Background: an optimization exercise with open tools, aiming at a short achievable clock period and few clock cycles. Do not read the settings as production practice. Only simulation tests tie the RTL to the original design; equivalence was not proved. The clock port is modelled as an ideal driver; clocking choices that lean on that would not hold on a real chip.

==> flow/design.v, too long to show whole: its modules and the start of the top module <==
// module fadd_c1: 53 lines
// module tzc23: 8 lines
// module fadd_c2: 21 lines
// module fadd_c3: 32 lines
// module fadd_p: 28 lines
// module fmul_s1: 32 lines
// module fmul_s2: 24 lines
// module fmul_p: 26 lines
// module csmul: 55 lines
// module csmula: 58 lines
// module fdiv_p: 99 lines
// module fdiv_s7: 45 lines
// module finv_tab: 514 lines
// module fsqrt_p: 107 lines
// module fsqrt_tab: 515 lines
// module ftoi: 17 lines
// module itof_p: 34 lines
// module floor_p: 41 lines
// module cpu: 653 lines
// module alu: 35 lines
// module brcmp: 34 lines
// module add3: 8 lines
module cpu(
	input wire clk,
	input wire rstn,
	output wire[15:0] inst_addr,
	input wire[31:0] inst_data,
	output wire[18:0] mem_addr,
	output wire[31:0] mem_wdata,
	input wire[31:0] mem_rdata,
	output wire mem_enable,
	output wire[3:0] mem_wea,
	output wire uart_wenable,
	input wire uart_wdone,
	output wire[31:0] uart_wd,
	output wire uart_renable,
	input wire uart_rdone,
	input wire[31:0] uart_rd
);
  // ...
==> flow/flow/run.sh <==
#!/bin/bash
# Layout flow: the standard synthesis, then the standard ORFS steps with
# their timing repair asked to reach below the clock period (a setup margin;
# the SDC, clock and I/O constraints are the standard flow's, unchanged), without gate
# cloning (its clones can leave small slew/capacitance violations after
# routing), with the port buffers made of ordinary buffers (sizable by the
# repair) rather than delay cells, with each output port's buffer moved next
# to the cell driving it before detailed placement (flow/move_out_bufs.tcl),
# and with more antenna-repair passes after detailed routing.
# Each step's output goes to a log of its own in the work folder.
set -euo pipefail
KNOBS=(SETUP_SLACK_MARGIN=${MARGIN:-18.3} TNS_END_PERCENT=${TNS:-100} SKIP_GATE_CLONING=1
       MAX_REPAIR_ANTENNAS_ITER_DRT=12 "BUFFER_PORTS_ARGS=-buffer_cell sky130_fd_sc_hd__buf_4"
       "PRE_DETAIL_PLACE_TCL=$PWD/flow/move_out_bufs.tcl")
bash standard.sh synth > flow_1_synth.log 2>&1
bash standard.sh "${KNOBS[@]}" floorplan > flow_2_floorplan.log 2>&1
bash standard.sh "${KNOBS[@]}" place > flow_3_place.log 2>&1
bash standard.sh "${KNOBS[@]}" cts > flow_4_cts.log 2>&1
bash standard.sh "${KNOBS[@]}" grt > flow_5_grt.log 2>&1
bash standard.sh "${KNOBS[@]}" finish > flow_6_route_finish.log 2>&1
==> flow/flow/move_out_bufs.tcl <==
# Run before detailed placement (PRE_DETAIL_PLACE_TCL): move each output
# port's buffer next to the cell that drives it, so that the buffer, not the
# driving flip-flop, drives the long wire to the pin.  Detailed placement then
# legalizes the moved buffers.
set block [ord::get_db_block]
set n 0
foreach bt [$block getBTerms] {
  if {[$bt getIoType] != "OUTPUT"} continue
  set net [$bt getNet]
  if {$net == "NULL"} continue
  set bufi ""
  foreach it [$net getITerms] { if {[$it isOutputSignal]} { set bufi [$it getInst] } }
  if {$bufi == ""} continue
  set srci ""
  foreach it [$bufi getITerms] {
    if {[$it isInputSignal]} {
      set in [$it getNet]
      if {$in == "NULL"} continue
      foreach it2 [$in getITerms] { if {[$it2 isOutputSignal]} { set srci [$it2 getInst] } }
    }
  }
  if {$srci == ""} continue
  set loc [$srci getLocation]
  $bufi setLocation [lindex $loc 0] [lindex $loc 1]
  incr n
}
puts "move_out_bufs: moved $n output buffers"
==> flow/standard.sh <==
#!/bin/bash
# synth_recipe.tcl (not shown) runs the flow's synth.tcl, then flattens the netlist and writes it again
# the make line also repeats each setting of config.mk as NAME=value (left out here)
make -C /OpenROAD-flow-scripts/flow DESIGN_CONFIG=/design/flow/config.mk WORK_HOME=/design/flow/orfs CLKGATE_MAP_FILE= SYNTH_SCRIPT=/design/flow/synth_recipe.tcl "${@:-finish}"
==> flow/config.mk <==
export PLATFORM = sky130hd
export DESIGN_NAME = cpu
export DESIGN_NICKNAME = cpu
export VERILOG_FILES = /design/flow/design.v
export SDC_FILE = /design/flow/constraint.sdc
export NUM_CORES = 8
export LEC_CHECK = 0
export CAP_MARGIN = 35
export CORE_MARGIN = 2
export CORE_UTILIZATION = 40
export SLEW_MARGIN = 35
export SYNTH_HIERARCHICAL = 1
==> flow/constraint.sdc <==
create_clock -name core_clock -period 25.0 [get_ports {clk}]
set_input_delay 5.0000 -clock core_clock [delete_from_list [all_inputs] [get_ports {clk}]]
set_output_delay 5.0000 -clock core_clock [all_outputs]
set_load 0.01 [all_outputs]
==> reports/qor.yml, run 1 <==
layout:
  finalNonFillerCells: 77600
  nets: 64900
  multi_input_area_um2: 379000
  num-multi-input-gates: 37500
detailed_routing:
  wl_met1_um: 910000
  vias: 450000
  viasPerCell: 5.79
  wl_per_cell_um: 29.9
  met2WireLength_um: 1020000
  drc: 0
  ant_nets: 0
  top_layer: "met5"
  dr.first_iter.drc_count: 49600
critical_path:
  cp_max_fo: 1
  cp_slowest_cell: "dfxtp_2"
  r2r_cells: 25
  max_stage_delay_ps: 350
  worstPathCellList: "buf_12"
  crit_required_ps: 20000
  critPathLaunch: "mem_wdata_r[17]"
grt:
  gr-total-overflow: 0
  grt_pass1_wl_um: 3320000
  grt_pass1_vias: 455000
  grtUsageMet3: 0.0713
  grt_max_degree: 128
sta:
  timing.final.crit_period_ps: 6850
  tightest_slew_ps: 1190
  slew_viol_final: 0
  hold_viol: 0
clock_network:
  cts_sinks: 8398
  cts-hold-fix-buffers: 0
  path_clk_slew_ps: 60
yosys:
  yosys_warnings: 21
place:
  dpl_cell_area_um2: 659000
  dp_hpwl_um: 1620000
worst_hold_path:
  holdPathEnd: "u_sqrt.b2_6[26]"
run_status:
  status: "complete, no violations"
die:
  rows: 462
Testbench counts, summed over its fixed seeds: cycles 117,533.
==> module cpu, before the edit <==
module cpu(
	input wire clk,
	input wire rstn,
	output wire[15:0] inst_addr,
	input wire[31:0] inst_data,
	output wire[18:0] mem_addr,
	output wire[31:0] mem_wdata,
	input wire[31:0] mem_rdata,
	output wire mem_enable,
	output wire[3:0] mem_wea,
	output wire uart_wenable,
	input wire uart_wdone,
	output wire[31:0] uart_wd,
	output wire uart_renable,
	input wire uart_rdone,
	input wire[31:0] uart_rd
);
	localparam OP_LW    = 6'b00_0001;
	localparam OP_SW    = 6'b00_0000;
	localparam OP_LF    = 6'b10_0001;
	localparam OP_LWR   = 6'b01_0001;
	localparam OP_LFR   = 6'b11_0001;
	localparam OP_SF    = 6'b01_0000;
	localparam OP_ADD   = 6'b00_0010;
	localparam OP_SUB   = 6'b00_0011;
	localparam OP_MUL   = 6'b00_0100;
	localparam OP_XOR   = 6'b00_0101;
	localparam OP_ADDI  = 6'b00_1000;
	localparam OP_SI    = 6'b00_1001;
	localparam OP_ORI   = 6'b00_1010;
	localparam OP_FADD  = 6'b11_0010;
	localparam OP_FSUB  = 6'b11_0011;
	localparam OP_FMUL  = 6'b11_0100;
	localparam OP_FDIV  = 6'b11_0101;
	localparam OP_FNEG  = 6'b11_0110;
	localparam OP_FABS  = 6'b11_0111;
	localparam OP_SQRT  = 6'b11_1000;
	localparam OP_FLOOR = 6'b11_1001;
	localparam OP_FTOI  = 6'b01_1010;
	localparam OP_ITOF  = 6'b10_1010;
	localparam OP_MOVF  = 6'b11_1010;
	localparam OP_J     = 6'b00_1011;
	localparam OP_JAL   = 6'b00_1100;
	localparam OP_JALR  = 6'b00_1101;
	localparam OP_SLT   = 6'b00_0111;
	localparam OP_SLTF  = 6'b01_0010;
	localparam OP_BNE   = 6'b10_1100;
	localparam OP_BLE   = 6'b10_1110;
	localparam OP_BEQF  = 6'b01_1100;
	localparam OP_BLTF  = 6'b01_1101;
	localparam OP_OUTB  = 6'b00_1110;
	localparam OP_INF   = 6'b11_1111;
	localparam OP_IN    = 6'b00_1111;
	localparam N_ITOF  = 2;
	localparam N_FLOOR = 1;
	localparam N_MUL   = 2;
	localparam N_FADD  = 3;
	localparam N_FMUL  = 2;
	localparam N_FDIV  = 9;
	localparam N_SQRT  = 9;
	localparam KM = 10;       
	localparam S_ALU = 4'd0, S_MUL = 4'd1, S_FTOI = 4'd2, S_ITOF = 4'd3, S_MEM = 4'd4,
	           S_FADD = 4'd5, S_FMUL = 4'd6, S_FDIV = 4'd7, S_SQRT = 4'd8, S_FLOOR = 4'd9;
	localparam F_ADD = 4'd0, F_SUB = 4'd1, F_XOR = 4'd2, F_OR = 4'd3, F_SLT = 4'd4,
	           F_SHIFT = 4'd5, F_SLTF = 4'd6, F_PASS = 4'd7, F_NEG = 4'd8, F_ABS = 4'd9;
	localparam T_COND = 2'd0, T_JUMP = 2'd1, T_CALL = 2'd2, T_RET = 2'd3;
	function [11:0] opkeys(input [31:0] w);
		reg [5:0] o;
		reg br, af, bf;
		begin
			o = w[31:26];
			br = (o[5] ^ o[4]) && o[3] && o[2];
			af = o[4] && o[3:1] != 3'b000;
			bf = o[4] && o[3:0] != 4'b0001;
			opkeys = {af, w[20:16], bf, (o[3:0] == 4'b0000 || br) ? w[25:21] : w[15:11]};
		end
	endfunction
	integer j;
	reg [31:0] f1_pc;
	reg f1_valid;
	reg [31:0] f2_pc, f2_pred;
	reg f2_valid;
	reg [15:0] ia_r;
	assign inst_addr = ia_r;
	reg        btb_v   [0:31];
	reg [10:0] btb_tag [0:31];
	reg [15:0] btb_tgt [0:31];
	reg [1:0]  btb_ty  [0:31];
	reg [1:0]  btb_ctr [0:31];    
	reg [5:0]  btb_lh  [0:31];    
	reg [1:0]  btb_ch  [0:31];    
	reg        btb_pl  [0:31];    
	reg [1:0]  pht     [0:63];    
	reg [31:0] ras_s [0:7];
	reg [2:0]  ras_sp;
	reg [31:0] ras_a [0:7];
	reg [2:0]  ras_ap;
	reg [31:0] q_inst [0:3];
	reg [31:0] q_pc   [0:3];
	reg [31:0] q_pred [0:3];
	reg [11:0] q_keys [0:3];
	reg [1:0]  q_head;
	reg [2:0]  q_cnt;
	wire [4:0] f1_bi = f1_pc[6:2];
	wire f1_hit = btb_v[f1_bi] && btb_tag[f1_bi] == f1_pc[17:7];
	wire [31:0] f1_seq = f1_pc + 32'd4;
	wire [31:0] f1_btgt = {f1_pc[31:18], btb_tgt[f1_bi], 2'b00};
	reg push_r;
	reg [2:0] push_idx;
	reg [31:0] push_val;
	wire [2:0] ras_top_i = ras_sp - 3'd1;
	wire [31:0] ras_s_top = (push_r && push_idx == ras_top_i) ? push_val : ras_s[ras_top_i];
	reg [31:0] f1_next;
	reg f1_push, f1_pop;
	always @* begin
		f1_next = f1_seq;
		f1_push = 1'b0;
		f1_pop = 1'b0;
		if (f1_hit) begin
			case (btb_ty[f1_bi])
				T_COND: if (btb_ch[f1_bi][1] ? btb_pl[f1_bi] : btb_ctr[f1_bi][1]) f1_next = f1_btgt;
				T_JUMP: f1_next = f1_btgt;
				T_CALL: begin f1_next = f1_btgt; f1_push = 1'b1; end
				default: begin f1_next = ras_s_top; f1_pop = 1'b1; end
			endcase
		end
	end
	wire [2:0] f_occ = q_cnt + {2'b0, f1_valid} + {2'b0, f2_valid};
	wire f_room = f_occ <= 3'd3;
	wire [11:0] f2_keys = opkeys(inst_data);
	reg d_valid;
	reg d_el;           
	reg [31:0] d_inst, d_pc, d_pred;
	reg [11:0] d_keys;
	reg [31:0] rf [1:63];
	reg        iw_v [0:KM];
	reg [4:0]  iw_r [0:KM];
	reg [3:0]  iw_s [0:KM];
	reg        fw_v [0:KM];
	reg [4:0]  fw_r [0:KM];
	reg [3:0]  fw_s [0:KM];
	reg        iw_e [0:KM];    
	reg        fw_e [0:KM];
	reg [3:0]  ex_fn;
	reg [31:0] ex_a, ex_b;            
	reg [31:0] mu_a, mu_b;            
	reg [31:0] cv_a;                  
	reg [31:0] fa_a, fa_b;            
	reg [31:0] fm_a, fm_b;            
	reg [31:0] fd_a, fd_b;            
	reg [31:0] sq_a;                  
	reg [31:0] alu_res, mul_res, ftoi_res;
	reg [31:0] ld_hold;       
	wire [31:0] itof_d, floor_d, fadd_d, fmul_d, fdiv_d, sqrt_d;
	wire [31:0] itof_q, floor_q, fadd_q, fmul_q, fdiv_q, sqrt_q;
	wire [31:0] alu_out;
	alu u_alu(ex_fn, ex_a, ex_b, alu_out);
	wire [63:0] mu_s, mu_c;
	csmul #(32, 32) u_mul(mu_a, mu_b, mu_s, mu_c);
	reg [31:0] mu_s_r, mu_c_r;
	wire [31:0] mul_d = mu_s_r + mu_c_r;
	wire [31:0] ftoi_d;
	ftoi u_ftoi(cv_a, ftoi_d);
	itof_p u_itof(clk, cv_a, itof_d, itof_q);
	floor_p u_floor(clk, cv_a, floor_d, floor_q);
	fadd_p u_fadd(clk, fa_a, fa_b, fadd_d, fadd_q);
	fmul_p u_fmul(clk, fm_a, fm_b, fmul_d, fmul_q);
	wire [31:0] inv7;
	fdiv_p u_fdiv(clk, fd_a, fd_b, fdiv_d, fdiv_q, inv7);
	fsqrt_p u_sqrt(clk, sq_a, sqrt_d, sqrt_q);
	reg [31:0] iwb_n, fwb_n;
	always @* begin
		case (iw_s[1])
			S_MUL:   iwb_n = mul_d;
			S_FTOI:  iwb_n = ftoi_d;
			default: iwb_n = alu_out;
		endcase
		case (fw_s[1])
			S_ITOF:  fwb_n = itof_d;
			S_FLOOR: fwb_n = floor_d;
			S_FADD:  fwb_n = fadd_d;
			S_FMUL:  fwb_n = fmul_d;
			S_FDIV:  fwb_n = fdiv_d;
			S_SQRT:  fwb_n = sqrt_d;
			default: fwb_n = alu_out;
		endcase
	end
	reg [31:0] iwb_e, fwb_e;
	reg il0, fl0, fm0;
	always @(posedge clk) begin
		iwb_e <= iw_s[1] == S_MEM ? mem_rdata : iwb_n;
		fwb_e <= fw_s[1] == S_MEM ? mem_rdata : fwb_n;
		il0 <= iw_s[1] == S_MEM && !iw_e[1];
		fl0 <= fw_s[1] == S_MEM && !fw_e[1];
		fm0 <= fw_s[1] == S_MEM;
	end
	wire [31:0] iwb = il0 ? mem_rdata : iwb_e;
	wire [31:0] fwb = fl0 ? mem_rdata : fwb_e;
	wire [31:0] di = d_inst;
	wire [5:0] op = di[31:26];
	wire [4:0] f_rd = di[25:21];
	wire [15:0] imm = di[15:0];
	wire [5:0] a_key = d_keys[11:6];
	wire [5:0] b_key = d_keys[5:0];
	wire aF = a_key[5];
	wire bF = b_key[5];
	reg rc_v;
	reg [5:0] rc_key;
	reg [31:0] rc_val;
	reg pc_v;
	reg [5:0] pc_key;
	reg [31:0] pc_val;
	reg fl_v [1:8];           
	reg [5:0] fl_k [1:8];
	reg fl_p [1:8];           
	wire hit_r = rc_v && b_key == rc_key;
	wire hit_p = pc_v && b_key == pc_key;
	wire fdiv_hit = op == OP_FDIV && (hit_r || hit_p);
	wire [31:0] rc_hit_val = hit_r ? rc_val : pc_val;
	reg uA, uB, wr, wF;
	reg [3:0] k;       
	reg [3:0] src;     
	reg [3:0] fn;      
	reg c_load, c_store, c_br, c_j, c_jal, c_jalr, c_out, c_in, c_lwr, c_fsub;
	reg b_imm;
	reg [31:0] immv;
	always @* begin
		uA = 1'b0; uB = 1'b0; wr = 1'b0; wF = op[5];
		k = 4'd2; src = S_ALU; fn = F_PASS;
		c_load = 1'b0; c_store = 1'b0; c_br = 1'b0; c_j = 1'b0; c_jal = 1'b0; c_jalr = 1'b0;
		c_out = 1'b0; c_in = 1'b0; c_lwr = 1'b0; c_fsub = 1'b0;
		b_imm = 1'b0; immv = {{16{imm[15]}}, imm};
		case (op)
			OP_LW, OP_LF: begin uA = !d_el; wr = 1'b1; c_load = 1'b1; src = S_MEM; end
			OP_LWR, OP_LFR: begin uA = 1'b1; uB = 1'b1; wr = 1'b1; c_load = 1'b1; c_lwr = 1'b1; src = S_MEM; end
			OP_SW, OP_SF: begin uA = 1'b1; uB = 1'b1; c_store = 1'b1; end
			OP_ADD: begin uA = 1'b1; uB = 1'b1; wr = 1'b1; fn = F_ADD; end
			OP_SUB: begin uA = 1'b1; uB = 1'b1; wr = 1'b1; fn = F_SUB; end
			OP_XOR: begin uA = 1'b1; uB = 1'b1; wr = 1'b1; fn = F_XOR; end
			OP_SLT: begin uA = 1'b1; uB = 1'b1; wr = 1'b1; fn = F_SLT; end
			OP_MUL: begin uA = 1'b1; uB = 1'b1; wr = 1'b1; src = S_MUL; k = N_MUL + 1; end
			OP_ADDI: begin uA = 1'b1; wr = 1'b1; fn = F_ADD; b_imm = 1'b1; end
			OP_SI: begin uA = 1'b1; wr = 1'b1; fn = F_SHIFT; b_imm = 1'b1; end
			OP_ORI: begin uA = 1'b1; wr = 1'b1; fn = F_OR; b_imm = 1'b1; immv = {16'h0, imm}; end
			OP_FADD: begin uA = 1'b1; uB = 1'b1; wr = 1'b1; src = S_FADD; k = N_FADD + 1; end
			OP_FSUB: begin uA = 1'b1; uB = 1'b1; wr = 1'b1; src = S_FADD; k = N_FADD + 1; c_fsub = 1'b1; end
			OP_FMUL: begin uA = 1'b1; uB = 1'b1; wr = 1'b1; src = S_FMUL; k = N_FMUL + 1; end
			OP_FDIV: begin
				uA = 1'b1; wr = 1'b1;
				if (fdiv_hit) begin src = S_FMUL; k = N_FMUL + 1; end
				else begin uB = 1'b1; src = S_FDIV; k = N_FDIV + 1; end
			end
			OP_FNEG: begin uA = 1'b1; wr = 1'b1; fn = F_NEG; end
			OP_FABS: begin uA = 1'b1; wr = 1'b1; fn = F_ABS; end
			OP_MOVF: begin uA = 1'b1; wr = 1'b1; fn = F_PASS; end
			OP_SQRT: begin uA = 1'b1; wr = 1'b1; src = S_SQRT; k = N_SQRT + 1; end
			OP_FLOOR: begin uA = 1'b1; wr = 1'b1; src = S_FLOOR; k = N_FLOOR + 1; end
			OP_FTOI: begin uA = 1'b1; wr = 1'b1; src = S_FTOI; end
			OP_ITOF: begin uA = 1'b1; wr = 1'b1; src = S_ITOF; k = N_ITOF + 1; end
			OP_SLTF: begin uA = 1'b1; uB = 1'b1; wr = 1'b1; fn = F_SLTF; end
			OP_J: begin c_j = 1'b1; end
			OP_JAL: begin wr = 1'b1; c_j = 1'b1; c_jal = 1'b1; end
			OP_JALR: begin uA = 1'b1; wr = 1'b1; c_jalr = 1'b1; end
			OP_BNE, OP_BLE, OP_BEQF, OP_BLTF: begin uA = 1'b1; uB = 1'b1; c_br = 1'b1; end
			OP_OUTB: begin uA = 1'b1; c_out = 1'b1; end
			OP_IN, OP_INF: begin wr = 1'b1; c_in = 1'b1; end
			default: ;
		endcase
	end
	wire [4:0] wIdx = c_jal ? 5'd31 : f_rd;
	wire wr_eff = wr && (wF || wIdx != 5'd0);
	wire [5:0] w_key = {wF, wIdx};
	reg [KM:0] a_m, b_m, w_m;
	integer jm;
	always @* begin
		for (jm = 0; jm <= KM; jm = jm + 1) begin
			a_m[jm] = aF ? (fw_v[jm] && fw_r[jm] == a_key[4:0]) : (iw_v[jm] && iw_r[jm] == a_key[4:0]);
			b_m[jm] = bF ? (fw_v[jm] && fw_r[jm] == b_key[4:0]) : (iw_v[jm] && iw_r[jm] == b_key[4:0]);
			w_m[jm] = wF ? (fw_v[jm] && fw_r[jm] == wIdx) : (iw_v[jm] && iw_r[jm] == wIdx);
		end
	end
	wire a_far = |a_m[KM:2];                  
	wire b_far = |b_m[KM:2];
	wire [3:0] a_s1 = aF ? fw_s[1] : iw_s[1];    
	wire [3:0] b_s1 = bF ? fw_s[1] : iw_s[1];
	wire a_n = a_m[1];                         
	wire a_w = a_m[0] && !a_m[1];              
	wire b_n = b_m[1];
	wire b_w = b_m[0] && !b_m[1];
	wire a_e1 = aF ? fw_e[1] : iw_e[1];         
	wire b_e1 = bF ? fw_e[1] : iw_e[1];
	wire a_late = aF ? fl0 : il0;              
	wire b_late = bF ? fl0 : il0;
	wire a_ld1 = a_s1 == S_MEM && a_e1;        
	wire b_ld1 = b_s1 == S_MEM && b_e1;
	wire [31:0] a_rf = a_key == 6'd0 ? 32'h0 : rf[a_key];
	wire [31:0] b_rf = b_key == 6'd0 ? 32'h0 : rf[b_key];
	wire [31:0] a_rw = a_w ? (aF ? fwb_e : iwb_e) : a_rf;
	wire [31:0] b_rw = b_w ? (bF ? fwb_e : iwb_e) : b_rf;
	wire a_mem = (a_n && a_ld1) || (a_w && a_late);    
	wire b_mem = (b_n && b_ld1) || (b_w && b_late);
	wire [31:0] a_cap = a_mem ? mem_rdata : a_n ? (aF ? fwb_n : iwb_n) : a_rw;
	wire [31:0] b_cap = b_mem ? mem_rdata : b_n ? (bF ? fwb_n : iwb_n) : b_rw;
	wire [31:0] a_capf = a_mem ? mem_rdata : a_n ? fwb_n : a_rw;
	wire [31:0] b_capf = b_mem ? mem_rdata : b_n ? fwb_n : b_rw;
	wire [31:0] a_capi = a_mem ? mem_rdata : a_n ? iwb_n : a_rw;
	wire [31:0] b_capi = b_mem ? mem_rdata : b_n ? iwb_n : b_rw;
	wire [31:0] a_bn = a_n ? alu_out : a_rw;
	wire [31:0] b_bn = b_n ? alu_out : b_rw;
	wire [31:0] a_br = a_mem ? mem_rdata : a_bn;
	wire a_rdyB = !a_far && (!a_n || a_s1 == S_ALU || a_ld1);
	wire b_rdyB = !b_far && (!b_n || b_s1 == S_ALU || b_ld1);
	wire ex_sum = ex_fn == F_ADD;
	wire a_rdyE = !a_far && (a_n ? (a_s1 == S_ALU && ex_sum) : !(a_w && a_late));
	wire b_rdyE = !b_far && (b_n ? (b_s1 == S_ALU && ex_sum && !a_n) : !(b_w && b_late));
	wire a_rdyC = !a_far && (!a_n || a_s1 != S_MEM || a_e1);
	wire b_rdyC = !b_far && (!b_n || b_s1 != S_MEM || b_e1);
	wire needAE = c_load || c_store;
	wire needBE = c_lwr;
	wire needAB = c_br || c_jalr;
	wire needBB = c_br;
	reg uart_pend;
	reg [1:0] uin_st;      
	reg [31:0] uart_data;
	wire w_slot = wF ? fw_v[k] : iw_v[k];
	wire stall =
		(uA && !(needAE ? a_rdyE : needAB ? a_rdyB : a_rdyC)) ||
		(uB && !(needBE ? b_rdyE : needBB ? b_rdyB : b_rdyC)) ||
		(wr_eff && |(w_m >> k)) ||
		(wr_eff && w_slot) ||
		(c_out && uart_pend) ||
		(c_in && uin_st != 2'd2);
	reg sl_v, sl_br, sl_tk, sl_nb, sl_n4, sl_nr;
	reg [31:0] sl_btgt, sl_pc4, sl_rtgt;
	wire mis_r = sl_v && (sl_br ? (sl_tk ? sl_nb : sl_n4) : sl_nr);
	wire [31:0] tgt_r = sl_br ? (sl_tk ? sl_btgt : sl_pc4) : sl_rtgt;
	reg fast_r;
	reg [31:0] fast_tgt;
	wire d_ok = d_valid && !mis_r && !fast_r;
	wire issue = d_ok && !stall;
	reg [KM:1] pf_younger;
	integer jp;
	always @* begin
		for (jp = 1; jp <= KM; jp = jp + 1) pf_younger[jp] = fw_v[jp] && fw_r[jp] == fw_r[0];
	end
	wire [5:0] pf_key = {1'b1, fw_r[0]};
	wire pf_busy = fl_v[1] && fl_p[1] || fl_v[2] && fl_p[2] || fl_v[3] && fl_p[3] || fl_v[4] && fl_p[4] ||
	               fl_v[5] && fl_p[5] || fl_v[6] && fl_p[6] || fl_v[7] && fl_p[7] || fl_v[8] && fl_p[8];
	wire pf_go = fw_v[0] && fm0 && !(|pf_younger) && !pf_busy &&
	             !(d_ok && op == OP_FDIV) && !(d_ok && wr_eff && w_key == pf_key);
	wire [31:0] pc4 = d_pc + 32'd4;
	wire [31:0] btgt = d_pc + {{14{imm[15]}}, imm, 2'b00};
	wire [31:0] jtgt = {4'b0, di[25:0], 2'b00};
	wire [31:0] rtgt = {a_br[31:2], 2'b00};
	wire t00, t10, t01, t11, e00, e10, e01, e11;
	brcmp u_brcmp00(op, a_bn, b_bn, d_pred, t00, e00);
	brcmp u_brcmp10(op, mem_rdata, b_bn, d_pred, t10, e10);
	brcmp u_brcmp01(op, a_bn, mem_rdata, d_pred, t01, e01);
	brcmp u_brcmp11(op, mem_rdata, mem_rdata, d_pred, t11, e11);
	wire taken = a_mem ? (b_mem ? t11 : t10) : (b_mem ? t01 : t00);
	wire eq_rtgt = a_mem ? e10 : e00;
	wire eq_pc4 = d_pred == pc4;
	wire eq_btgt = d_pred == btgt;
	wire eq_jtgt = d_pred == jtgt;
	wire mis_fast = !c_br && !c_jalr && (c_j ? !eq_jtgt : !eq_pc4);
	wire [31:0] fast_next = c_j ? jtgt : pc4;
	wire redirect = mis_r || fast_r;
	wire [4:0] d_bi = d_pc[6:2];
	wire [18:0] off = c_lwr ? b_rw[18:0] : imm[15] ? {3'b111, imm} : {3'b000, imm};
	wire [18:0] ag_x = (a_n || (c_lwr && b_n)) ? ex_a[18:0] : a_rw[18:0];
	wire [18:0] ag_y = (a_n || (c_lwr && b_n)) ? ex_b[18:0] : off;
	wire [18:0] ag_z = a_n ? off : (c_lwr && b_n) ? a_rw[18:0] : 19'd0;
	wire [18:0] agu;
	add3 #(19) u_agu(ag_x, ag_y, ag_z, agu);
	reg bu_v, bu_taken;
	reg [4:0] bu_idx;
	reg [10:0] bu_tag;
	reg [15:0] bu_tgt;
	reg [1:0] bu_ty;
	wire bu_hit = btb_v[bu_idx] && btb_tag[bu_idx] == bu_tag && btb_ty[bu_idx] == T_COND;
	wire [1:0] bu_ctr = btb_ctr[bu_idx];
	wire [5:0] bu_lh = btb_lh[bu_idx];
	wire [1:0] bu_ch = btb_ch[bu_idx];
	reg [5:0] bu_lhd;    
	wire [5:0] bu_pi = bu_lhd ^ {1'b0, bu_idx};
	wire [1:0] bu_pht = pht[bu_pi];
	reg pu_v, pu_taken, pu_b;
	reg [5:0] pu_pi, pu_npi;
	reg [4:0] pu_idx;
	wire [1:0] pu_pht = pht[pu_pi];
	wire [1:0] pu_npht = pu_npi == pu_pi ? cnt(pu_pht, pu_taken) : pht[pu_npi];
	function [1:0] cnt(input [1:0] c, input up);
		begin
			cnt = up ? (c == 2'b11 ? 2'b11 : c + 2'b01) : (c == 2'b00 ? 2'b00 : c - 2'b01);
		end
	endfunction
	wire [1:0] bu_new_ctr = !bu_hit ? (bu_taken ? 2'b10 : 2'b01) : cnt(bu_ctr, bu_taken);
	wire [5:0] bu_new_lh = !bu_hit ? {5'b0, bu_taken} : {bu_lh[4:0], bu_taken};
	wire [1:0] bu_new_ch = !bu_hit ? 2'b01 :
	                       bu_ctr[1] == bu_pht[1] ? bu_ch : cnt(bu_ch, bu_pht[1] == bu_taken);
	reg [18:0] mem_addr_r;
	reg [31:0] mem_wdata_r;
	reg mem_en_r;
	reg [3:0] mem_wea_r;
	reg uart_wen_r, uart_ren_r;
	reg [31:0] uart_wd_r;
	assign mem_addr = mem_addr_r;
	assign mem_wdata = mem_wdata_r;
	assign mem_enable = mem_en_r;
	assign mem_wea = mem_wea_r;
	assign uart_wenable = uart_wen_r;
	assign uart_renable = uart_ren_r;
	assign uart_wd = uart_wd_r;
	wire [31:0] f1_pc_n = !rstn ? 32'h0 :
	                      redirect ? (mis_r ? tgt_r : fast_tgt) :
	                      f1_valid ? f1_next : f1_pc;
	wire d_take = !d_valid || issue;
	wire q_nonempty = q_cnt != 3'd0;
	wire [1:0] q_tail = q_head + q_cnt[1:0];
	wire [31:0] qh_inst = q_inst[q_head];
	wire [4:0] qh_base = qh_inst[20:16];
	wire qh_ld = qh_inst[31:26] == OP_LW || qh_inst[31:26] == OP_LF;
	reg qh_pend;
	integer je;
	always @* begin
		qh_pend = iw_v[0] && iw_r[0] == qh_base && il0;
		for (je = 1; je <= KM; je = je + 1)
			if (iw_v[je] && iw_r[je] == qh_base) qh_pend = 1'b1;
	end
	wire qh_w = iw_v[0] && iw_r[0] == qh_base;
	wire [31:0] qh_rb = qh_base == 5'd0 ? 32'h0 : qh_w ? iwb_e : rf[{1'b0, qh_base}];
	wire [18:0] el_addr = qh_rb[18:0] + {{3{qh_inst[15]}}, qh_inst[15:0]};
	wire el_go = q_nonempty && qh_ld && !qh_pend && !mis_r && !fast_r &&
	             !(d_ok && (c_load || c_store)) &&
	             !(d_ok && wr_eff && !wF && wIdx == qh_base);
	always @(posedge clk) begin
		alu_res <= alu_out;
		ld_hold <= mem_rdata;
		mu_s_r <= mu_s[31:0];
		mu_c_r <= mu_c[31:0];
		mul_res <= mul_d;
		ftoi_res <= ftoi_d;
		sl_br <= c_br;
		sl_tk <= taken;
		sl_nb <= !eq_btgt;
		sl_n4 <= !eq_pc4;
		sl_nr <= !eq_rtgt;
		sl_btgt <= btgt;
		sl_pc4 <= pc4;
		sl_rtgt <= rtgt;
		if (uart_rdone) uart_data <= uart_rd;
		if (iw_v[0] && iw_r[0] != 5'd0) rf[{1'b0, iw_r[0]}] <= iwb;
		if (fw_v[0]) rf[{1'b1, fw_r[0]}] <= fwb;
		ex_fn <= fn;
		ex_a <= (c_jal || c_jalr) ? pc4 : c_in ? uart_data : a_cap;
		ex_b <= b_imm ? immv : b_cap;
		mu_a <= src == S_MUL ? a_capi : 32'h0;
		mu_b <= src == S_MUL ? b_capi : 32'h0;
		cv_a <= (src == S_FTOI || src == S_ITOF || src == S_FLOOR) ? a_cap : 32'h0;
		fa_a <= src == S_FADD ? a_capf : 32'h0;
		fa_b <= src != S_FADD ? 32'h0 : c_fsub ? {~b_capf[31], b_capf[30:0]} : b_capf;
		fm_a <= src == S_FMUL ? a_capf : 32'h0;
		fm_b <= src != S_FMUL ? 32'h0 : fdiv_hit ? rc_hit_val : b_capf;
		fd_a <= src == S_FDIV ? a_capf : 32'h0;
		fd_b <= pf_go ? (fl0 ? mem_rdata : ld_hold) : src == S_FDIV ? b_capf : 32'h0;
		sq_a <= src == S_SQRT ? a_capf : 32'h0;
		fast_tgt <= fast_next;
		push_idx <= ras_sp;
		push_val <= f1_seq;
		mem_addr_r <= el_go ? el_addr : agu;
		mem_wdata_r <= b_cap;
		uart_wd_r <= a_capi;
		ia_r <= !rstn ? 16'hffff : f1_pc_n[17:2];
		if (issue && c_jal) ras_a[ras_ap] <= pc4;
		pu_pi <= bu_pi;
		pu_taken <= bu_taken;
		pu_npi <= bu_new_lh ^ {1'b0, bu_idx};
		pu_idx <= bu_idx;
		if (pu_b) btb_pl[pu_idx] <= pu_npht[1];
		bu_idx <= d_bi;
		bu_lhd <= btb_lh[d_bi];
		bu_tag <= d_pc[17:7];
		bu_tgt <= c_br ? btgt[17:2] : jtgt[17:2];
		bu_ty <= c_br ? T_COND : c_jalr ? T_RET : c_jal ? T_CALL : T_JUMP;
		bu_taken <= taken;
		if (bu_v) begin
			btb_tag[bu_idx] <= bu_tag;
			btb_tgt[bu_idx] <= bu_tgt;
			btb_ty[bu_idx] <= bu_ty;
			btb_ctr[bu_idx] <= bu_new_ctr;
			btb_lh[bu_idx] <= bu_new_lh;
			btb_ch[bu_idx] <= bu_new_ch;
		end
		if (f2_valid) begin
			q_inst[q_tail] <= inst_data;
			q_pc[q_tail] <= f2_pc;
			q_pred[q_tail] <= f2_pred;
			q_keys[q_tail] <= f2_keys;
		end
		d_el <= d_take && q_nonempty && el_go;
		if (d_take) begin
			if (q_nonempty) begin
				d_inst <= q_inst[q_head];
				d_pc <= q_pc[q_head];
				d_pred <= q_pred[q_head];
				d_keys <= q_keys[q_head];
			end else begin
				d_inst <= inst_data;
				d_pc <= f2_pc;
				d_pred <= f2_pred;
				d_keys <= f2_keys;
			end
		end
		if (f1_valid) begin
			f2_pc <= f1_pc;
			f2_pred <= f1_next;
		end
		if (mis_r || fast_r) begin
			for (j = 0; j < 8; j = j + 1) ras_s[j] <= ras_a[j];
		end else if (push_r) begin
			ras_s[push_idx] <= push_val;
		end
		if (!rstn) begin
			f1_pc <= 32'h0;
			f1_valid <= 1'b0;
			f2_valid <= 1'b0;
			q_cnt <= 3'd0;
			q_head <= 2'd0;
			d_valid <= 1'b0;
			ras_sp <= 3'd0;
			ras_ap <= 3'd0;
			sl_v <= 1'b0;
			fast_r <= 1'b0;
			push_r <= 1'b0;
			rc_v <= 1'b0;
			pc_v <= 1'b0;
			for (j = 1; j <= 8; j = j + 1) fl_v[j] <= 1'b0;
			bu_v <= 1'b0;
			pu_v <= 1'b0;
			pu_b <= 1'b0;
			for (j = 0; j < 32; j = j + 1) btb_v[j] <= 1'b0;
			for (j = 0; j < 64; j = j + 1) pht[j] <= 2'b01;
			for (j = 0; j <= KM; j = j + 1) begin
				iw_v[j] <= 1'b0;
				fw_v[j] <= 1'b0;
			end
			mem_en_r <= 1'b0;
			mem_wea_r <= 4'h0;
			uart_wen_r <= 1'b0;
			uart_ren_r <= 1'b0;
			uart_pend <= 1'b0;
			uin_st <= 2'd0;
		end else begin
			sl_v <= issue && (c_br || c_jalr);
			fast_r <= issue && mis_fast;
			if (redirect) begin
				f1_pc <= f1_pc_n;
				f1_valid <= 1'b1;
				f2_valid <= 1'b0;
				q_cnt <= 3'd0;
				d_valid <= 1'b0;
			end else begin
				f2_valid <= f1_valid;
				f1_pc <= f1_pc_n;
				f1_valid <= f_room;
				if (d_take) begin
					d_valid <= q_nonempty || f2_valid;
					if (q_nonempty) begin
						q_head <= q_head + 2'd1;
						q_cnt <= q_cnt - 3'd1 + {2'b0, f2_valid};
					end else begin
						q_cnt <= q_cnt;
					end
				end else begin
					q_cnt <= q_cnt + {2'b0, f2_valid};
				end
			end
			if (mis_r || fast_r) ras_sp <= ras_ap;
			else if (!redirect && f1_valid && f1_push) ras_sp <= ras_sp + 3'd1;
			else if (!redirect && f1_valid && f1_pop) ras_sp <= ras_sp - 3'd1;
			push_r <= !redirect && f1_valid && f1_push;
			if (issue && c_jal) ras_ap <= ras_ap + 3'd1;
			else if (issue && c_jalr) ras_ap <= ras_ap - 3'd1;
			bu_v <= issue && (c_br || c_j || c_jalr);
			if (bu_v) btb_v[bu_idx] <= 1'b1;
			pu_v <= bu_v && bu_hit;
			pu_b <= bu_v;
			if (pu_v) pht[pu_pi] <= cnt(pu_pht, pu_taken);
			for (j = 1; j < 8; j = j + 1) begin
				fl_v[j + 1] <= fl_v[j] && !(issue && wr_eff && w_key == fl_k[j]);
				fl_k[j + 1] <= fl_k[j];
				fl_p[j + 1] <= fl_p[j];
			end
			fl_v[1] <= pf_go || (issue && op == OP_FDIV && !fdiv_hit && !(wr_eff && w_key == b_key));
			fl_k[1] <= pf_go ? pf_key : b_key;
			fl_p[1] <= pf_go;
			if (fl_v[8] && !fl_p[8]) begin
				rc_v <= 1'b1;
				rc_key <= fl_k[8];
				rc_val <= inv7;
			end
			if (issue && wr_eff && w_key == ((fl_v[8] && !fl_p[8]) ? fl_k[8] : rc_key)) rc_v <= 1'b0;
			if (fl_v[8] && fl_p[8]) begin
				pc_v <= 1'b1;
				pc_key <= fl_k[8];
				pc_val <= inv7;
			end
			if (issue && wr_eff && w_key == ((fl_v[8] && fl_p[8]) ? fl_k[8] : pc_key)) pc_v <= 1'b0;
			for (j = 0; j < KM; j = j + 1) begin
				iw_v[j] <= iw_v[j + 1];
				iw_r[j] <= iw_r[j + 1];
				iw_s[j] <= iw_s[j + 1];
				iw_e[j] <= iw_e[j + 1];
				fw_v[j] <= fw_v[j + 1];
				fw_r[j] <= fw_r[j + 1];
				fw_s[j] <= fw_s[j + 1];
				fw_e[j] <= fw_e[j + 1];
			end
			iw_v[KM] <= 1'b0;
			fw_v[KM] <= 1'b0;
			if (issue && wr_eff) begin
				if (wF) begin
					fw_v[k - 4'd1] <= 1'b1;
					fw_r[k - 4'd1] <= wIdx;
					fw_s[k - 4'd1] <= src;
					fw_e[k - 4'd1] <= c_load && d_el;
				end else begin
					iw_v[k - 4'd1] <= 1'b1;
					iw_r[k - 4'd1] <= wIdx;
					iw_s[k - 4'd1] <= src;
					iw_e[k - 4'd1] <= c_load && d_el;
				end
			end
			mem_en_r <= el_go || (issue && (c_store || (c_load && !d_el)));
			mem_wea_r <= (issue && c_store) ? 4'hf : 4'h0;
			uart_wen_r <= issue && c_out;
			uart_ren_r <= 1'b0;
			if (issue && c_out) uart_pend <= 1'b1;
			else if (uart_wdone || uart_rdone) uart_pend <= 1'b0;
			if (d_ok && c_in) begin
				if (uin_st == 2'd0 && !uart_pend) begin
					uart_ren_r <= 1'b1;
					uart_pend <= 1'b1;
					uin_st <= 2'd1;
				end else if (uin_st == 2'd1 && uart_rdone) begin
					uin_st <= 2'd2;
				end else if (uin_st == 2'd2 && issue) begin
					uin_st <= 2'd0;
				end
			end
		end
	end
endmodule
==> module alu, before the edit <==
module alu(
	input wire [3:0] fn,
	input wire [31:0] a,
	input wire [31:0] b,
	output reg [31:0] y
);
	localparam F_ADD = 4'd0, F_SUB = 4'd1, F_XOR = 4'd2, F_OR = 4'd3, F_SLT = 4'd4,
	           F_SHIFT = 4'd5, F_SLTF = 4'd6, F_PASS = 4'd7, F_NEG = 4'd8, F_ABS = 4'd9;
	function lti(input [31:0] a, input [31:0] b);
		begin
			lti = a[31]^b[31] ? a[31] : a < b;
		end
	endfunction
	function ltf(input [31:0] a, input [31:0] b);
		begin
			ltf = (a[31] == b[31] && ((a[30:0] < b[30:0])^a[31])) || (a[31] != b[31] && a[31] && (b[30:0] != 31'h0 || a[30:0] != 31'h0));
		end
	endfunction
	wire [63:0] sra = {{32{a[31]}}, a} >> b[4:0];
	always @* begin
		case (fn)
			F_ADD:   y = a + b;
			F_SUB:   y = a - b;
			F_XOR:   y = a ^ b;
			F_OR:    y = a | b;
			F_SLT:   y = {31'h0, lti(a, b)};
			F_SHIFT: y = ~b[5] ? a << b[4:0] :
			             ~b[6] ? a >> b[4:0] : sra[31:0];
			F_SLTF:  y = {31'h0, ltf(a, b)};
			F_NEG:   y = {~a[31], a[30:0]};
			F_ABS:   y = {1'b0, a[30:0]};
			default: y = a;
		endcase
	end
endmodule
==> inputs of run 2 (changes only) <==
--- a/flow/design.v
+++ b/flow/design.v
@@ -1852,6 +1852,9 @@
 	reg        iw_e [0:KM];    
 	reg        fw_e [0:KM];
 	reg [3:0]  ex_fn;
+	reg [8:0]  ex_oh;                 
+	reg        ex_sub;
+	reg [6:0]  ex_sh;                 
 	reg [31:0] ex_a, ex_b;            
 	reg [31:0] mu_a, mu_b;            
 	reg [31:0] cv_a;                  
@@ -1864,7 +1867,7 @@
 	wire [31:0] itof_d, floor_d, fadd_d, fmul_d, fdiv_d, sqrt_d;
 	wire [31:0] itof_q, floor_q, fadd_q, fmul_q, fdiv_q, sqrt_q;
 	wire [31:0] alu_out;
-	alu u_alu(ex_fn, ex_a, ex_b, alu_out);
+	alu u_alu(ex_oh, ex_sub, ex_sh, ex_a, ex_b, alu_out);
 	wire [63:0] mu_s, mu_c;
 	csmul #(32, 32) u_mul(mu_a, mu_b, mu_s, mu_c);
 	reg [31:0] mu_s_r, mu_c_r;
@@ -2162,6 +2165,11 @@
 		if (iw_v[0] && iw_r[0] != 5'd0) rf[{1'b0, iw_r[0]}] <= iwb;
 		if (fw_v[0]) rf[{1'b1, fw_r[0]}] <= fwb;
 		ex_fn <= fn;
+		ex_oh <= {fn == F_ABS, fn == F_NEG, fn == F_SLTF, fn == F_SHIFT, fn == F_SLT,
+		          fn == F_OR, fn == F_XOR, fn == F_ADD || fn == F_SUB,
+		          !(fn <= F_SLTF || fn == F_NEG || fn == F_ABS)};
+		ex_sub <= fn == F_SUB;
+		ex_sh <= fn == F_SHIFT ? immv[6:0] : 7'd0;
 		ex_a <= (c_jal || c_jalr) ? pc4 : c_in ? uart_data : a_cap;
 		ex_b <= b_imm ? immv : b_cap;
 		mu_a <= src == S_MUL ? a_capi : 32'h0;
@@ -2362,13 +2370,13 @@
 	end
 endmodule
 module alu(
-	input wire [3:0] fn,
+	input wire [8:0] oh,      
+	input wire sub,
+	input wire [6:0] sh,      
 	input wire [31:0] a,
 	input wire [31:0] b,
-	output reg [31:0] y
+	output wire [31:0] y
 );
-	localparam F_ADD = 4'd0, F_SUB = 4'd1, F_XOR = 4'd2, F_OR = 4'd3, F_SLT = 4'd4,
-	           F_SHIFT = 4'd5, F_SLTF = 4'd6, F_PASS = 4'd7, F_NEG = 4'd8, F_ABS = 4'd9;
 	function lti(input [31:0] a, input [31:0] b);
 		begin
 			lti = a[31]^b[31] ? a[31] : a < b;
@@ -2379,22 +2387,19 @@
 			ltf = (a[31] == b[31] && ((a[30:0] < b[30:0])^a[31])) || (a[31] != b[31] && a[31] && (b[30:0] != 31'h0 || a[30:0] != 31'h0));
 		end
 	endfunction
-	wire [63:0] sra = {{32{a[31]}}, a} >> b[4:0];
-	always @* begin
-		case (fn)
-			F_ADD:   y = a + b;
-			F_SUB:   y = a - b;
-			F_XOR:   y = a ^ b;
-			F_OR:    y = a | b;
-			F_SLT:   y = {31'h0, lti(a, b)};
-			F_SHIFT: y = ~b[5] ? a << b[4:0] :
-			             ~b[6] ? a >> b[4:0] : sra[31:0];
-			F_SLTF:  y = {31'h0, ltf(a, b)};
-			F_NEG:   y = {~a[31], a[30:0]};
-			F_ABS:   y = {1'b0, a[30:0]};
-			default: y = a;
-		endcase
-	end
+	wire [31:0] as = a + (b ^ {32{sub}}) + {31'h0, sub};
+	wire [63:0] sra = {{32{a[31]}}, a} >> sh[4:0];
+	wire [31:0] shv = ~sh[5] ? a << sh[4:0] : ~sh[6] ? a >> sh[4:0] : sra[31:0];
+	assign y =
+		({32{oh[1]}} & as) |
+		({32{oh[2]}} & (a ^ b)) |
+		({32{oh[3]}} & (a | b)) |
+		({32{oh[4]}} & {31'h0, lti(a, b)}) |
+		({32{oh[5]}} & shv) |
+		({32{oh[6]}} & {31'h0, ltf(a, b)}) |
+		({32{oh[7]}} & {~a[31], a[30:0]}) |
+		({32{oh[8]}} & {1'b0, a[30:0]}) |
+		({32{oh[0]}} & a);
 endmodule
 module brcmp(
 	input wire [5:0] op,
==> run 2 against run 1 <==
Net effect: utilization down 0.095 points; first-iteration DRC count up 1.2%; design area down 0.25%; sequential cell count up 16; register-to-register slack worse by 150 ps; fmax down 1.2%; critical endpoint is now bu_taken; largest cell class unchanged; highest routed layer unchanged.
==> reports/qor.yml, run 2 <==
critical_path:
  endpoint: "bu_taken"
  reg2reg_to: "bu_taken"
  cp-end-kind: "flop"
  worst-setup-path-type: "flop to flop"
  cp_max_fo: 52  # +51
  cp_slowest_cell: "mux4_2"
  arrival_ps: 8040
  worstSetupPathDepth: 22
  worstSetupStartpointType: "flop"
  r2r_cells: 22  # -12%
  max_stage_delay_ps: 670  # +320 ps
  worst-r2r-setup-slack_ps: 18060
  crit_required_ps: 26100  # +6100 ps
  critPathBufInv: 7
  worstPathCellList: "buf_16 > buf_16 > buf_16 > buf_16 > buf_12 > mux4_2 > mux4_2 > mux4_2 > a21oi_1 > nor2_2 > buf_4 > inv_1 > ha_1 > nand3_1 > a21oi_1 > a211oi_1 > mux2_2 > a221oi_1 > a22oi_2 > nand2_1 > and3_1 > a31oi_1"
  cpLargestDelayFamily: "multiplexers"
  crit_top_cell: "buf_16"
clock_network:
  root_buffer: "clkbuf_16"
  clockBufferDepth: 5
  cts_sinks: 8414  # +0.19%
  path_clk_slew_ps: 60  # about the same
  cts-hold-fix-buffers: 0  # unchanged
  cts_max_level: 6
  clk_latency_ps: 1380
  cts_tree: "yes"
  numCtsBuffers: 926
grt:
  grt_pass1_wl_um: 3240000  # -2.4%
  track_usage: 0.277
  grt_max_degree: 114  # -11%
  gr-total-overflow: 0  # unchanged
  antenna_found_initial: 222
  grt_pass1_vias: 452000  # -0.75%
sta:
  relSlewSlack: 0.221
  tightest_slew_ps: 1170  # -24.9 ps
  timing.final.crit_period_ps: 6940  # +86.0 ps
  setup_slack_ps: 18060
  fin_worst_skew_ps: 227
  finalSetupViolCount: 0
  max_freq_ghz: 0.144
  hold_viol: 0  # unchanged
  fin_tns_setup_ps: 0
  rsz0062_at_grt: "true"
  slew_viol_final: 0  # unchanged
  period_share: 0.278
place:
  dp_worst_setup_slack_ps: 15440
  dpl_cell_area_um2: 657000  # -0.23%
  gp_congestion: 1.02
  port_buffers: 205
  dp_hpwl_um: 1560000  # -3.9%
detailed_routing:
  first_pass_iters: 8
  ant_nets: 0  # unchanged
  drc: 0  # unchanged
  viasPerCell: 5.77  # -0.42%
  dr.first_iter.drc_count: 50200  # +1.2%
  vias: 445000  # -1.0%
  wl_per_cell_um: 29.2  # -2.4%
  drt_wl_total_um: 2250000
layout:
  areaGrowthSynthToFinish_pct: 9.78
  postLayoutCoreUtil: 0.440
  final_area_um2: 696000
  drive_gt1_frac: 0.135
  fillers: 147000
  nets: 64500  # -0.65%
  final_cell_mix: "fa_1 (6899), inv_1 (6749), nand2_1 (5377), and2_1 (5101), edfxtp_1 (4889)"
  largest_register_ffs: 2016
  layout_commonest_cell: "fa_1"
worst_hold_path:
  hp-class: "flop to flop"
  worstHoldStart: "u_sqrt.sgn_7"
run_status:
  status: "complete, no violations"
die:
  start_util: 0.401
  core_area_um2: 1580000
  die_area_um2: 1590000
  die_y_um: 1260
  io_pins: 206
  die_x_um: 1260
  rows: 462  # unchanged
yosys:
  netlist_area_um2: 634000
  yosys_warnings: 21  # unchanged
  synthCells: 56000
  synth_area_per_cell_um2: 11.3
run:
  drv_cap: 0
==> run 2: metrics by stage <==
step           hold slack [ps]  std cells
2_1_floorplan              310      56200
3_3_place_gp               310      74900
3_5_place_dp               312      74900
4_1_cts                    272      76700
5_1_grt                    263      77100
6_report                   225      77200
==> run 2: layer usage <==
| metal | global-route usage | up-vias | share of wire | wire length (um) |
|---|---|---|---|---|
| li1 | - | 187000 | - | - |
| met1 | 0.361 | 230000 | 0.39 | 875000 |
| met2 | 0.420 | 23400 | 0.44 | 985000 |
| met3 | 0.0734 | 5379 | 0.10 | 236000 |
| met4 | 0.155 | 106 | 0.068 | 153000 |
| met5 | 0.00216 | - | 0.00048 | 1090 |
==> run 2: layout make-up <==
cell class / count / area, um2 / share of cell area
diodes: 363 / 908 / 0.00131
clock buffers: 1202 / 25400 / 0.0365
well taps: 21100 / 26400 / 0.0380
inverters: 6790 / 25500 / 0.0367
multi-input cells: 37200 / 377000 / 0.542
repair buffers: 1588 / 15200 / 0.0219
clock inverters: 530 / 6880 / 0.00988
flip-flops and latches: 8414 / 218000 / 0.313
==> run 2: worst reg2reg max path, stage by stage (launching register included) <==
cell and delay, ps:
dfxtp_4 540, buf_16 340, buf_16 340, buf_16 330, buf_16 340, buf_12 290
mux4_2 350, mux4_2 460, mux4_2 670, a21oi_1 460, nor2_2 110, buf_4 240
inv_1 90, ha_1 290, nand3_1 110, a21oi_1 70, a211oi_1 440, mux2_2 410
a221oi_1 300, a22oi_2 90, nand2_1 230, and3_1 210, a31oi_1 40
==> run 2: how the worst min path moves through the flow <==
| stage | end | slack, ps | cells past startpoint |
|---|---|---|---|
| 2_1_floorplan | u_fadd.for_sticky_3 | 310 | 0 |
| 3_3_place_gp | u_fdiv.a_6[15] | 310 | 0 |
| 3_5_place_dp | u_fdiv.m_3[17] | 310 | 0 |
| 4_1_cts | u_sqrt.ex_5[7] | 270 | 0 |
| 5_1_grt | u_sqrt.ex_5[7] | 260 | 0 |
| 6_report | u_sqrt.sgn_8 | 220 | 0 |
==> run 2: what timing repair did <==
action,CTS,global route
resized for setup,578,281
buffers inserted,62,91
pin swaps,22,57
setup endpoints to repair,680,474
endpoints found under the hold margin,0,0
Testbench counts of run 2, summed over its fixed seeds: cycles 117,533.
==> inputs of run 3 (changes only) <==
--- a/flow/design.v
+++ b/flow/design.v
@@ -1842,7 +1842,9 @@
 	reg d_el;           
 	reg [31:0] d_inst, d_pc, d_pred;
 	reg [11:0] d_keys;
-	reg [31:0] rf [1:63];
+	reg [11:0] d_keys_h;
+	reg [15:0] rf_l [1:63];
+	reg [15:0] rf_h [1:63];
 	reg        iw_v [0:KM];
 	reg [4:0]  iw_r [0:KM];
 	reg [3:0]  iw_s [0:KM];
@@ -1915,6 +1917,8 @@
 	wire [15:0] imm = di[15:0];
 	wire [5:0] a_key = d_keys[11:6];
 	wire [5:0] b_key = d_keys[5:0];
+	wire [5:0] a_kh = d_keys_h[11:6];
+	wire [5:0] b_kh = d_keys_h[5:0];
 	wire aF = a_key[5];
 	wire bF = b_key[5];
 	reg rc_v;
@@ -2006,8 +2010,8 @@
 	wire b_late = bF ? fl0 : il0;
 	wire a_ld1 = a_s1 == S_MEM && a_e1;        
 	wire b_ld1 = b_s1 == S_MEM && b_e1;
-	wire [31:0] a_rf = a_key == 6'd0 ? 32'h0 : rf[a_key];
-	wire [31:0] b_rf = b_key == 6'd0 ? 32'h0 : rf[b_key];
+	wire [31:0] a_rf = a_key == 6'd0 ? 32'h0 : {rf_h[a_kh], rf_l[a_key]};
+	wire [31:0] b_rf = b_key == 6'd0 ? 32'h0 : {rf_h[b_kh], rf_l[b_key]};
 	wire [31:0] a_rw = a_w ? (aF ? fwb_e : iwb_e) : a_rf;
 	wire [31:0] b_rw = b_w ? (bF ? fwb_e : iwb_e) : b_rf;
 	wire a_mem = (a_n && a_ld1) || (a_w && a_late);    
@@ -2141,7 +2145,7 @@
 			if (iw_v[je] && iw_r[je] == qh_base) qh_pend = 1'b1;
 	end
 	wire qh_w = iw_v[0] && iw_r[0] == qh_base;
-	wire [31:0] qh_rb = qh_base == 5'd0 ? 32'h0 : qh_w ? iwb_e : rf[{1'b0, qh_base}];
+	wire [31:0] qh_rb = qh_base == 5'd0 ? 32'h0 : qh_w ? iwb_e : {rf_h[{1'b0, qh_base}], rf_l[{1'b0, qh_base}]};
 	wire [18:0] el_addr = qh_rb[18:0] + {{3{qh_inst[15]}}, qh_inst[15:0]};
 	wire el_go = q_nonempty && qh_ld && !qh_pend && !mis_r && !fast_r &&
 	             !(d_ok && (c_load || c_store)) &&
@@ -2162,8 +2166,14 @@
 		sl_pc4 <= pc4;
 		sl_rtgt <= rtgt;
 		if (uart_rdone) uart_data <= uart_rd;
-		if (iw_v[0] && iw_r[0] != 5'd0) rf[{1'b0, iw_r[0]}] <= iwb;
-		if (fw_v[0]) rf[{1'b1, fw_r[0]}] <= fwb;
+		if (iw_v[0] && iw_r[0] != 5'd0) begin
+			rf_l[{1'b0, iw_r[0]}] <= iwb[15:0];
+			rf_h[{1'b0, iw_r[0]}] <= iwb[31:16];
+		end
+		if (fw_v[0]) begin
+			rf_l[{1'b1, fw_r[0]}] <= fwb[15:0];
+			rf_h[{1'b1, fw_r[0]}] <= fwb[31:16];
+		end
 		ex_fn <= fn;
 		ex_oh <= {fn == F_ABS, fn == F_NEG, fn == F_SLTF, fn == F_SHIFT, fn == F_SLT,
 		          fn == F_OR, fn == F_XOR, fn == F_ADD || fn == F_SUB,
@@ -2222,11 +2232,13 @@
 				d_pc <= q_pc[q_head];
 				d_pred <= q_pred[q_head];
 				d_keys <= q_keys[q_head];
+				d_keys_h <= q_keys[q_head];
 			end else begin
 				d_inst <= inst_data;
 				d_pc <= f2_pc;
 				d_pred <= f2_pred;
 				d_keys <= f2_keys;
+				d_keys_h <= f2_keys;
 			end
 		end
 		if (f1_valid) begin
@@ -2245,6 +2257,7 @@
 			q_cnt <= 3'd0;
 			q_head <= 2'd0;
 			d_valid <= 1'b0;
+			d_keys_h <= 12'd0;
 			ras_sp <= 3'd0;
 			ras_ap <= 3'd0;
 			sl_v <= 1'b0;
==> run 3 against run 2 <==
Net effect: still clean; critical path depth is 21 lower; synthesized cell count about the same; register-to-register slack improved by 200 ps; die area is 0.15% higher; worst hold slack improved by 48 ps; first-iteration DRC count shrank 5.0%; setup slack gained 40 ps; fmax increased by 0.58%; sequential share of layout area barely moved; sequential cell count grew 25; highest routed layer unchanged.
==> reports/qor.yml, run 3 <==
sta:
  slew_viol_final: 0  # unchanged
  hold_viol: 0  # unchanged
  fin_worst_skew_ps: 200  # -26.7 ps
  relSlewSlack: 0.218  # -0.00210
  finalSetupViolCount: 0  # unchanged
  fin_tns_setup_ps: 0  # unchanged
  tightest_slew_ps: 1170  # -0.555 ps
  rsz0062_at_grt: "true"
  period_share: 0.276  # -0.00160
  timing.final.crit_period_ps: 6900  # -39.9 ps
  max_freq_ghz: 0.145  # +0.58%
critical_path:
  endpoint: "uart_renable"
  r2r_cells: 17  # -23%
  max_stage_delay_ps: 350  # -320 ps
  critPathBufInv: 1  # -6
  worst-r2r-setup-slack_ps: 18260  # +200 ps
  arrival_ps: 1900  # -6140 ps
  worst-setup-path-type: "flop to output pin"
  worstSetupStartpointType: "flop"
  r2r-start: "cv_a[24]"
  worstPathCellList: "buf_8"
  worstSetupPathDepth: 1  # -95%
  critPathLaunch: "uart_ren_r"
  reg2reg_to: "mu_a[28]"
  cp_slowest_cell: "dfxtp_2"
  crit_required_ps: 20000  # -6100 ps
  cp-end-kind: "output pin"
  cp_max_fo: 1  # -98%
  cpLargestDelayFamily: "flip-flops"
worst_hold_path:
  hp-class: "flop to flop"
  worstHoldStart: "u_sqrt.m_4[11]"
detailed_routing:
  wl_met1_um: 889000  # +1.6%
  met2WireLength_um: 1030000  # +4.2%
  top_layer: "met5"
  dr.first_iter.drc_count: 47700  # -5.0%
  drt_wl_total_um: 2310000  # +2.5%
  first_pass_iters: 9  # +1
  wl_met3_um: 215000  # -9.1%
  ant_nets: 0  # unchanged
  vias: 446000  # +0.087%
  wl_per_cell_um: 29.7  # +1.8%
  viasPerCell: 5.74  # -0.55%
  drc: 0  # unchanged
grt:
  gr-total-overflow: 0  # unchanged
  grt_pass1_wl_um: 3310000  # +2.0%
  grt_max_degree: 127  # +11%
  grt_pass1_vias: 454000  # +0.44%
  antenna_found_initial: 259  # +17%
  track_usage: 0.284  # +0.00707
place:
  gp_congestion: 1.01  # -0.38%
  port_buffers: 205  # unchanged
  dp_hpwl_um: 1620000  # +4.1%
  dpl_cell_area_um2: 659000  # +0.27%
  placed_cells: 75100  # +0.23%
die:
  rows: 462  # unchanged
  core_area_um2: 1580000  # about the same
  die_y_um: 1260  # about the same
  io_pins: 206  # unchanged
  start_util: 0.401  # about the same
  die_x_um: 1260  # about the same
  die_area_um2: 1600000  # +0.15%
clock_network:
  path_clk_slew_ps: 70  # about the same
  clockBufferDepth: 5  # unchanged
  cts-hold-fix-buffers: 0  # unchanged
  cts_tree: "yes"
  cts_sinks: 8439  # +0.30%
  clk_latency_ps: 1380  # about the same
  root_buffer: "clkbuf_16"
  numCtsBuffers: 921  # -0.54%
  cts_max_level: 6  # unchanged
yosys:
  yosys_warnings: 21  # unchanged
  netlist_area_um2: 635000  # +0.16%
  synth_area_per_cell_um2: 11.3  # about the same
  synthCells: 56100  # +0.098%
layout:
  areaGrowthSynthToFinish_pct: 9.96
  seq_area_um2: 219000  # +0.23%
  fillers: 147000  # +0.33%
  nets: 64700  # +0.32%
  drive_gt1_frac: 0.136  # +0.00150
  multi_input_area_um2: 378000  # +0.15%
  postLayoutCoreUtil: 0.441  # +0.00108
  layout_commonest_cell: "fa_1"
  final_area_um2: 698000  # +0.32%
  finalNonFillerCells: 77700  # +0.64%
  final_cell_mix: "fa_1 (6898), inv_1 (6755), nand2_1 (5153), and2_1 (5151), edfxtp_1 (4889)"
run_status:
  status: "complete, no violations"
run:
  drv_cap: 0  # unchanged
## run 3: cell type report
| class | instances | area share |
|---|---|---|
| clock inverters | 549 | 0.00902 |
| inverters | 6810 | 0.0367 |
| repair buffers | 1737 | 0.0232 |
| diodes | 648 | 0.00232 |
| clock buffers | 1183 | 0.0364 |
| well taps | 21100 | 0.0378 |
| multi-input cells | 37200 | 0.541 |
| flip-flops and latches | 8439 | 0.313 |
## run 3: worst min path at each step
stage,cells after the start,end
2_1_floorplan,0,u_fadd.for_sticky_3
3_3_place_gp,0,u_fdiv.a_2[27]
3_5_place_dp,0,u_sqrt.m_7[10]
4_1_cts,0,u_sqrt.m_6[9]
5_1_grt,0,u_sqrt.m_6[9]
6_report,0,u_sqrt.m_5[11]
## run 3: metal layers
metal  vias to the layer above  track usage
met5                         -            0
met4                        88        0.180
met3                      5102       0.0630
met2                     22000        0.437
met1                    231000        0.365
li1                     187000            -
## run 3: what timing repair did
item | CTS | global route
setup buffers | 105 | 92
pin swaps | 53 | 76
gates cloned | 0 | 0
resized for setup | 603 | 301
endpoints found under the setup margin | 1048 | 715
## run 3: per-stage QoR
stage	setup WS, ps	hold WS (ps)
after floorplan	18140	310
after global placement	14470	310
after detailed placement	14480	312
after CTS	18040	255
after global routing	18090	270
final	18100	273
Testbench counts of run 3, summed over its fixed seeds: cycles 117,533.

## afterwards: timing with drivers on the ports
In the flow no input, the clock included, has a driving cell. The finished layouts below were timed again as built, in two steps.
Step 1, drivers: a clkbuf_16 drives clk and a buf_2 each remaining input, both assumed.
Step 2, shift: input delay + t, output delay - t, t = (earliest + latest rising clock arrival at the registers) / 2. This alone moves slack from input paths to output paths.
a / b / c = ideal ports / drivers / drivers and shift; a / b = the first two.
| run | t (ns) | setup WS [ns] | slew at the worst register clock pin (ns) | cell pins on the clock port's net |
|---|---|---|---|---|
| run 1 | 1.423 | 18.146 / 17.949 / 17.079 | 0.08 / 0.08 | 1 |
| run 2 | 1.458 | 18.060 / 17.938 / 16.887 | 0.07 / 0.07 | 1 |
| run 3 | 1.444 | 18.100 / 17.908 / 16.964 | 0.08 / 0.08 | 1 |
After both steps every run listed still meets setup and hold. For run 2, which loses most, drivers alone change the setup slack by -0.122 ns; drivers and shift together by -1.173 ns.
